Context: an optimization exercise on an open-source flow, tuned for small area. The choices shown serve that exercise and are no tape-out recipe. In this exercise RTL edits were held to simulation tests only and were not proved equivalent to the original. The flow treats the clock pin as an ideal source, which a real chip does not have.

==> inputs of run M <==
## ddr_memory_rtl
module ddr_memory_rtl #(
    parameter ADDR_WIDTH = 4,
    parameter DATA_WIDTH = 32,
    parameter MEM_SIZE   = 16
) (
    input  logic                  clk,
    input  logic                  reset,
    input  logic                  wr,        
    input  logic                  rd,        
    input  logic [ADDR_WIDTH-1:0] addr,      
    input  logic [DATA_WIDTH-1:0] wdata,     
    output logic [DATA_WIDTH-1:0] rdata,     
    output logic                  response
);
Settings: LEC_CHECK=0, CAP_MARGIN=0, CORE_MARGIN=2, CORE_UTILIZATION=75, CTS_BUF_LIST=sky130_fd_sc_hd__clkbuf_16, CTS_CLUSTER_DIAMETER=100, CTS_CLUSTER_SIZE=30, GPL_ROUTABILITY_DRIVEN=0, SLEW_MARGIN=0; clock period 4.0 ns.
standard.sh (not shown) runs the stock make flow with config.mk's settings and CLKGATE_MAP_FILE= SYNTH_SCRIPT=/design/flow/synth_recipe.tcl, a recipe that flattens the netlist after the stock synthesis.
==> flow/flow/run.sh <==
#!/bin/bash
# The standard layout (standard.sh), with three changes to how it is built:
#  - synthesis is synth_recipe.tcl unchanged, except that its technology mapping
#    call (abc) runs flow/abc_area.script, an area-oriented mapping, in place of
#    ORFS's speed script;
#  - the port buffers use the smallest buffer cell;
#  - the clock tree is built from large clusters of clkbuf_16, without dummy loads.
# Each tool's output goes to the logs under orfs/logs and to flow_standard.log.
set -euo pipefail
W=$PWD
cat > "$W/flow_synth.tcl" <<EOF
proc abc {args} {
  set i [lsearch -exact \$args -script]
  if {\$i >= 0} { lset args [expr {\$i + 1}] {$W/flow/abc_area.script} }
  yosys abc {*}\$args
}
source {$W/synth_recipe.tcl}
EOF
sed "s#SYNTH_SCRIPT=[^ ]*#SYNTH_SCRIPT=$W/flow_synth.tcl#" standard.sh > flow_standard.sh
grep -q "SYNTH_SCRIPT=$W/flow_synth.tcl" flow_standard.sh
export BUFFER_PORTS_ARGS="-buffer_cell sky130_fd_sc_hd__buf_1"
export CTS_ARGS="-sink_clustering_enable -repair_clock_nets -buf_list sky130_fd_sc_hd__clkbuf_16 -sink_clustering_size 33 -sink_clustering_max_diameter 100 -dont_use_dummy_load"
bash flow_standard.sh > flow_standard.log 2>&1
==> flow/flow/abc_area.script <==
strash
&get -n
&st
&dch
&nf -R 1000 -C 32
&put
==> run D: changes against run M <==
- CORE_UTILIZATION: 75 -> 80
- GPL_ROUTABILITY_DRIVEN: 0 -> default
==> run Z: changes against run M <==
==> flow/flow/run.sh (replaced) <==
#!/bin/bash
# Standard layout, with the port buffers built from the smallest buffer cell and
# the clock tree built without dummy balancing loads.
set -euo pipefail
export BUFFER_PORTS_ARGS="-buffer_cell sky130_fd_sc_hd__buf_1"
export CTS_ARGS="-sink_clustering_enable -repair_clock_nets -buf_list sky130_fd_sc_hd__clkbuf_16 -sink_clustering_size 30 -sink_clustering_max_diameter 100 -dont_use_dummy_load"
bash standard.sh > standard_flow.log 2>&1
- CORE_UTILIZATION: 75 -> 60
- GPL_ROUTABILITY_DRIVEN: 0 -> default
removed: flow/flow/abc_area.script
==> notes <==
Between run M and run Z, the lower register-to-register slack is in run M (gap 0.10 ns). In synthesized cell count, run D and run M do not differ. The highest non-clock buffer count belongs to run Z, the lowest to run D. The highest cell count belongs to run Z, the lowest to run D. Of run Z and run D, run Z has the higher die area (gap 37%, measured against run D).
==> figures <==
Run status: run Z finished clean; run M finished clean; run D finished clean
Library cells used by synthesis: run Z 29; run M 13; run D 13
Highest attainable clock frequency: run Z 423 MHz; run M 386 MHz; run D 377 MHz
Worst clock skew: run Z 0.0187 ns; run M 0.0271 ns; run D 0.0315 ns
R2R setup slack: run Z 2.01 ns; run M 1.91 ns; run D 1.81 ns
Vert. Die Dim: run Z 185 um; run M 163 um; run D 158 um
Total non-filler cell area in the finished layout: run Z 21,200 um2; run M 20,300 um2; run D 20,300 um2
Data-path buffer share of cell area in the final layout: run Z 2.77%; run M 2.20%; run D 2.17%
Number of CTS-inserted buffers: run Z 22; run M 20; run D 20
Initial Utilization: run Z 60.7%; run M 75.9%; run D 81.2%
DR vias: run Z 10,002; run M 10,214; run D 10,373

* * *

==> inputs of 11-27 <==
==> flow/design.v <==
module ddr_memory_rtl #(
    parameter ADDR_WIDTH = 4,
    parameter DATA_WIDTH = 32,
    parameter MEM_SIZE   = 16
) (
    input  logic                  clk,
    input  logic                  reset,
    input  logic                  wr,        
    input  logic                  rd,        
    input  logic [ADDR_WIDTH-1:0] addr,      
    input  logic [DATA_WIDTH-1:0] wdata,     
    output logic [DATA_WIDTH-1:0] rdata,     
    output logic                  response
);
  logic [DATA_WIDTH-1:0] mem[0:MEM_SIZE-1];
  logic [MEM_SIZE-1:0]   valid;
  logic [MEM_SIZE-1:0]   we;
  logic [MEM_SIZE-1:0]   sel;
  logic [DATA_WIDTH-1:0] rd_next;
  always_comb begin
    for (int i = 0; i < MEM_SIZE; i++) begin
      we[i]  = wr && addr == ADDR_WIDTH'(i);
      sel[i] = rd && valid[i] && addr == ADDR_WIDTH'(i);
    end
  end
  always_ff @(posedge clk or posedge reset) begin
    if (reset) begin
      valid    <= '0;
      response <= 1'b0;
    end else begin
      valid    <= valid | we;
      response <= wr;
    end
  end
  always_ff @(posedge clk) begin
    for (int i = 0; i < MEM_SIZE; i++)
      if (we[i]) mem[i] <= wdata;
  end
  always_comb begin
    rd_next = '0;
    for (int k = 0; k < 5; k++)
      rd_next = rd_next | ((mem[3*k] & {DATA_WIDTH{sel[3*k]}}) | (mem[3*k+1] & {DATA_WIDTH{sel[3*k+1]}}) | (mem[3*k+2] & {DATA_WIDTH{sel[3*k+2]}}));
    rd_next = rd_next | (mem[15] & {DATA_WIDTH{sel[15]}});
  end
  always_ff @(posedge clk) begin
    rdata <= rd_next;
  end
endmodule
==> flow/flow/run.sh <==
#!/bin/bash
# The standard layout (standard.sh), with three changes to how it is built:
#  - synthesis is synth_recipe.tcl unchanged, except that its technology mapping
#    call (abc) runs flow/abc_area.script, an area-oriented mapping, in place of
#    ORFS's speed script;
#  - the port buffers use the smallest buffer cell;
#  - the clock tree is built from large clusters of clkbuf_16, without dummy loads.
# Each tool's output goes to the logs under orfs/logs and to flow_standard.log.
set -euo pipefail
W=$PWD
cat > "$W/flow_synth.tcl" <<EOF
proc abc {args} {
  set i [lsearch -exact \$args -script]
  if {\$i >= 0} { lset args [expr {\$i + 1}] {$W/flow/abc_area.script} }
  yosys abc {*}\$args
}
source {$W/synth_recipe.tcl}
EOF
sed "s#SYNTH_SCRIPT=[^ ]*#SYNTH_SCRIPT=$W/flow_synth.tcl#" standard.sh > flow_standard.sh
grep -q "SYNTH_SCRIPT=$W/flow_synth.tcl" flow_standard.sh
export BUFFER_PORTS_ARGS="-buffer_cell sky130_fd_sc_hd__buf_1"
export CTS_ARGS="-sink_clustering_enable -repair_clock_nets -buf_list sky130_fd_sc_hd__clkbuf_16 -sink_clustering_size 33 -sink_clustering_max_diameter 100 -dont_use_dummy_load"
bash flow_standard.sh > flow_standard.log 2>&1
==> flow/flow/abc_area.script <==
strash
&get -n
&st
&dch
&nf -R 1000 -C 32
&put
==> flow/standard.sh <==
#!/bin/bash
# synth_recipe.tcl (not shown) runs the flow's synth.tcl, then flattens the netlist and writes it again
# the make line also repeats each setting of config.mk as NAME=value (left out here)
make -C /OpenROAD-flow-scripts/flow DESIGN_CONFIG=/design/flow/config.mk WORK_HOME=/design/flow/orfs CLKGATE_MAP_FILE= SYNTH_SCRIPT=/design/flow/synth_recipe.tcl "${@:-finish}"
==> flow/config.mk <==
export PLATFORM = sky130hd
export DESIGN_NAME = ddr_memory_rtl
export DESIGN_NICKNAME = ddr_memory_rtl
export VERILOG_FILES = /design/flow/design.v
export SDC_FILE = /design/flow/constraint.sdc
export NUM_CORES = 4
export LEC_CHECK = 0
export CAP_MARGIN = 0
export CORE_MARGIN = 2
export CORE_UTILIZATION = 75
export CTS_BUF_LIST = sky130_fd_sc_hd__clkbuf_16
export CTS_CLUSTER_DIAMETER = 100
export CTS_CLUSTER_SIZE = 30
export SLEW_MARGIN = 0
==> flow/constraint.sdc <==
create_clock -name core_clock -period 4.0 [get_ports {clk}]
set_input_delay 0.8000 -clock core_clock [delete_from_list [all_inputs] [get_ports {clk}]]
set_output_delay 0.8000 -clock core_clock [all_outputs]
set_load 0.01 [all_outputs]
==> inputs of 04-16, as changes to 11-27 <==
==> flow/design.v, changed modules only <==
module ddr_memory_rtl #(
    parameter ADDR_WIDTH = 4,
    parameter DATA_WIDTH = 32,
    parameter MEM_SIZE   = 16
) (
    input  logic                  clk,
    input  logic                  reset,
    input  logic                  wr,        
    input  logic                  rd,        
    input  logic [ADDR_WIDTH-1:0] addr,      
    input  logic [DATA_WIDTH-1:0] wdata,     
    output logic [DATA_WIDTH-1:0] rdata,     
    output logic                  response
);
  logic [DATA_WIDTH-1:0] mem[0:MEM_SIZE-1];
  logic [MEM_SIZE-1:0]   valid;
  logic [DATA_WIDTH-1:0] rd_next;
  always_ff @(posedge clk or posedge reset) begin
    if (reset) begin
      valid    <= '0;
      response <= 1'b0;
    end else begin
      if (wr) valid[addr] <= 1'b1;
      response <= wr;
    end
  end
  always_ff @(posedge clk) begin
    if (wr) mem[addr] <= wdata;
  end
  always_comb begin
    rd_next = '0;
    for (int i = 0; i < MEM_SIZE; i++)
      if (rd && valid[i] && addr == i) rd_next = rd_next | mem[i];
  end
  always_ff @(posedge clk) begin
    rdata <= rd_next;
  end
endmodule
==> flow/run.sh (new file) <==
#!/bin/bash
# synth_recipe.tcl (not shown) runs the flow's synth.tcl, then flattens the netlist and writes it again
# the make line also repeats each setting of config.mk as NAME=value (left out here)
make -C /OpenROAD-flow-scripts/flow DESIGN_CONFIG=/design/flow/config.mk WORK_HOME=/design/flow/orfs CLKGATE_MAP_FILE= SYNTH_SCRIPT=/design/flow/synth_recipe.tcl finish
--- a/flow/config.mk
+++ b/flow/config.mk
@@ -7,8 +7,8 @@
 export LEC_CHECK = 0
-export CAP_MARGIN = 0
+export CAP_MARGIN = 20
 export CORE_MARGIN = 2
-export CORE_UTILIZATION = 75
+export CORE_UTILIZATION = 60
 export CTS_BUF_LIST = sky130_fd_sc_hd__clkbuf_16
-export CTS_CLUSTER_DIAMETER = 100
-export CTS_CLUSTER_SIZE = 30
-export SLEW_MARGIN = 0
+export CTS_CLUSTER_DIAMETER = 60
+export CTS_CLUSTER_SIZE = 34
+export SLEW_MARGIN = 20
removed: flow/flow/run.sh
removed: flow/flow/abc_area.script
removed: flow/standard.sh
==> inputs of 12-19, as changes to 11-27 <==
==> flow/design.v, changed modules only <==
module ddr_memory_rtl #(
    parameter ADDR_WIDTH = 4,
    parameter DATA_WIDTH = 32,
    parameter MEM_SIZE   = 16
) (
    input  logic                  clk,
    input  logic                  reset,
    input  logic                  wr,        
    input  logic                  rd,        
    input  logic [ADDR_WIDTH-1:0] addr,      
    input  logic [DATA_WIDTH-1:0] wdata,     
    output logic [DATA_WIDTH-1:0] rdata,     
    output logic                  response
);
  logic [DATA_WIDTH-1:0] mem[0:MEM_SIZE-1];
  logic [MEM_SIZE-1:0]   valid;
  logic [DATA_WIDTH-1:0] rd_next;
  always_ff @(posedge clk or posedge reset) begin
    if (reset) begin
      valid    <= '0;
      response <= 1'b0;
    end else begin
      if (wr) valid[addr] <= 1'b1;
      response <= wr;
    end
  end
  always_ff @(posedge clk) begin
    if (wr) mem[addr] <= wdata;
  end
  always_comb begin
    rd_next = '0;
    for (int i = 0; i < MEM_SIZE; i++)
      if (rd && valid[i] && addr == i) rd_next = rd_next | mem[i];
  end
  always_ff @(posedge clk) begin
    rdata <= rd_next;
  end
endmodule
==> flow/run.sh (new file) <==
#!/bin/bash
# synth_recipe.tcl (not shown) runs the flow's synth.tcl, then flattens the netlist and writes it again
# the make line also repeats each setting of config.mk as NAME=value (left out here)
make -C /OpenROAD-flow-scripts/flow DESIGN_CONFIG=/design/flow/config.mk WORK_HOME=/design/flow/orfs CLKGATE_MAP_FILE= SYNTH_SCRIPT=/design/flow/synth_recipe.tcl finish
==> flow/config.mk (replaced) <==
export PLATFORM = sky130hd
export DESIGN_NAME = ddr_memory_rtl
export DESIGN_NICKNAME = ddr_memory_rtl
export VERILOG_FILES = /design/flow/design.v
export SDC_FILE = /design/flow/constraint.sdc
export NUM_CORES = 4
export LEC_CHECK = 0
export CAP_MARGIN = 20
export CORE_MARGIN = 2
export CORE_UTILIZATION = 40
export SLEW_MARGIN = 20
removed: flow/flow/run.sh
removed: flow/flow/abc_area.script
removed: flow/standard.sh
==> inputs of 07-26, as changes to 11-27 <==
--- a/flow/config.mk
+++ b/flow/config.mk
@@ -13,2 +13,3 @@
 export CTS_CLUSTER_SIZE = 30
+export PLACE_DENSITY = 0.85
 export SLEW_MARGIN = 0
==> qor summary <==
Number of nets at the end of the flow: 07-26 1040; 11-27 1025; 04-16 1157; 12-19 1177
Number of inserted filler cells in the final layout: 07-26 1160; 11-27 1250; 04-16 2162; 12-19 4087
Worst Path Max Fanout: 07-26 23; 11-27 17; 04-16 32; 12-19 20
Crit path max-delay cell type: 07-26 sky130_fd_sc_hd__and4_1; 11-27 sky130_fd_sc_hd__and4_1; 04-16 sky130_fd_sc_hd__and3_2; 12-19 sky130_fd_sc_hd__and4_2
Met3 wire length: 07-26 7.54 mm; 11-27 5.89 mm; 04-16 3.00 mm; 12-19 2.76 mm
Outcome: 07-26 failed layout checks; 11-27 no timing/DRC/antenna violations; 04-16 no timing/DRC/antenna violations; 12-19 no timing/DRC/antenna violations
Violated checks: 07-26 capacitance limit, slew limit; 11-27 -; 04-16 -; 12-19 -
Maximum VDD drop: 07-26 0.590 mV; 11-27 0.394 mV; 04-16 0.501 mV; 12-19 0.343 mV
Tap cells: 07-26 330; 11-27 330; 04-16 448; 12-19 672
Horizontal extent of the die: 07-26 163 um; 11-27 163 um; 04-16 188 um; 12-19 230 um
Number of multi-input logic gates: 07-26 312; 11-27 312; 04-16 395; 12-19 395
Setup skew after layout: 07-26 38.5 ps; 11-27 27.1 ps; 04-16 23.7 ps; 12-19 22.4 ps
Total length of routed wires: 07-26 45.8 mm; 11-27 42.7 mm; 04-16 47.6 mm; 12-19 49.0 mm
M3 GR Usage: 07-26 6.57%; 11-27 6.34%; 04-16 3.35%; 12-19 2.93%
Die span in y: 07-26 163 um; 11-27 163 um; 04-16 188 um; 12-19 230 um
Placeable Area: 07-26 0.0250 mm2; 11-27 0.0250 mm2; 04-16 0.0334 mm2; 12-19 0.0502 mm2
Post-detailed-route wirelength per cell: 07-26 34.5 um; 11-27 32.6 um; 04-16 30.0 um; 12-19 26.4 um
Max frequency: 07-26 352 MHz; 11-27 386 MHz; 04-16 350 MHz; 12-19 358 MHz
DP HPWL: 07-26 23.7 mm; 11-27 22.1 mm; 04-16 24.0 mm; 12-19 25.8 mm
Number of distinct standard cells referenced by the synthesized netlist: 07-26 13; 11-27 13; 04-16 46; 12-19 46
Via count: 07-26 10580; 11-27 10214; 04-16 10466; 12-19 10511

[port drivers added, routing unchanged]
In the flow no input, the clock included, has a driving cell. The finished layouts below were timed again as built, in two steps.
Step 1, drivers: a clkbuf_16 drives clk and a buf_2 each remaining input, both assumed.
Step 2, shift: input delay + t, output delay - t, t = (earliest + latest rising clock arrival at the registers) / 2. This alone moves slack from input paths to output paths.
Three values: ideal, step 1, step 2; two values: the first two.
| run | shift t [ns] | slack for setup (ns) | cell pins on the clock port's net |
|---|---|---|---|
| run M | 0.581 | 1.407 / 1.427 / 0.846 | 1 |
| run D | 0.589 | 1.350 / 1.367 / 0.777 | 1 |
| run Z | 0.603 | 1.637 / 1.657 / 1.054 | 1 |
| 11-27 | 0.581 | 1.407 / 1.427 / 0.846 | 1 |
| 04-16 | 0.587 | 1.139 / 1.165 / 0.578 | 1 |
| 12-19 | 0.641 | 1.210 / 1.242 / 0.601 | 1 |
| 07-26 | 0.590 | 1.163 / 1.189 / 0.599 | 1 |
The setup slack of 12-19, which loses most, moves by +0.032 ns with the drivers and by -0.609 ns with both steps.
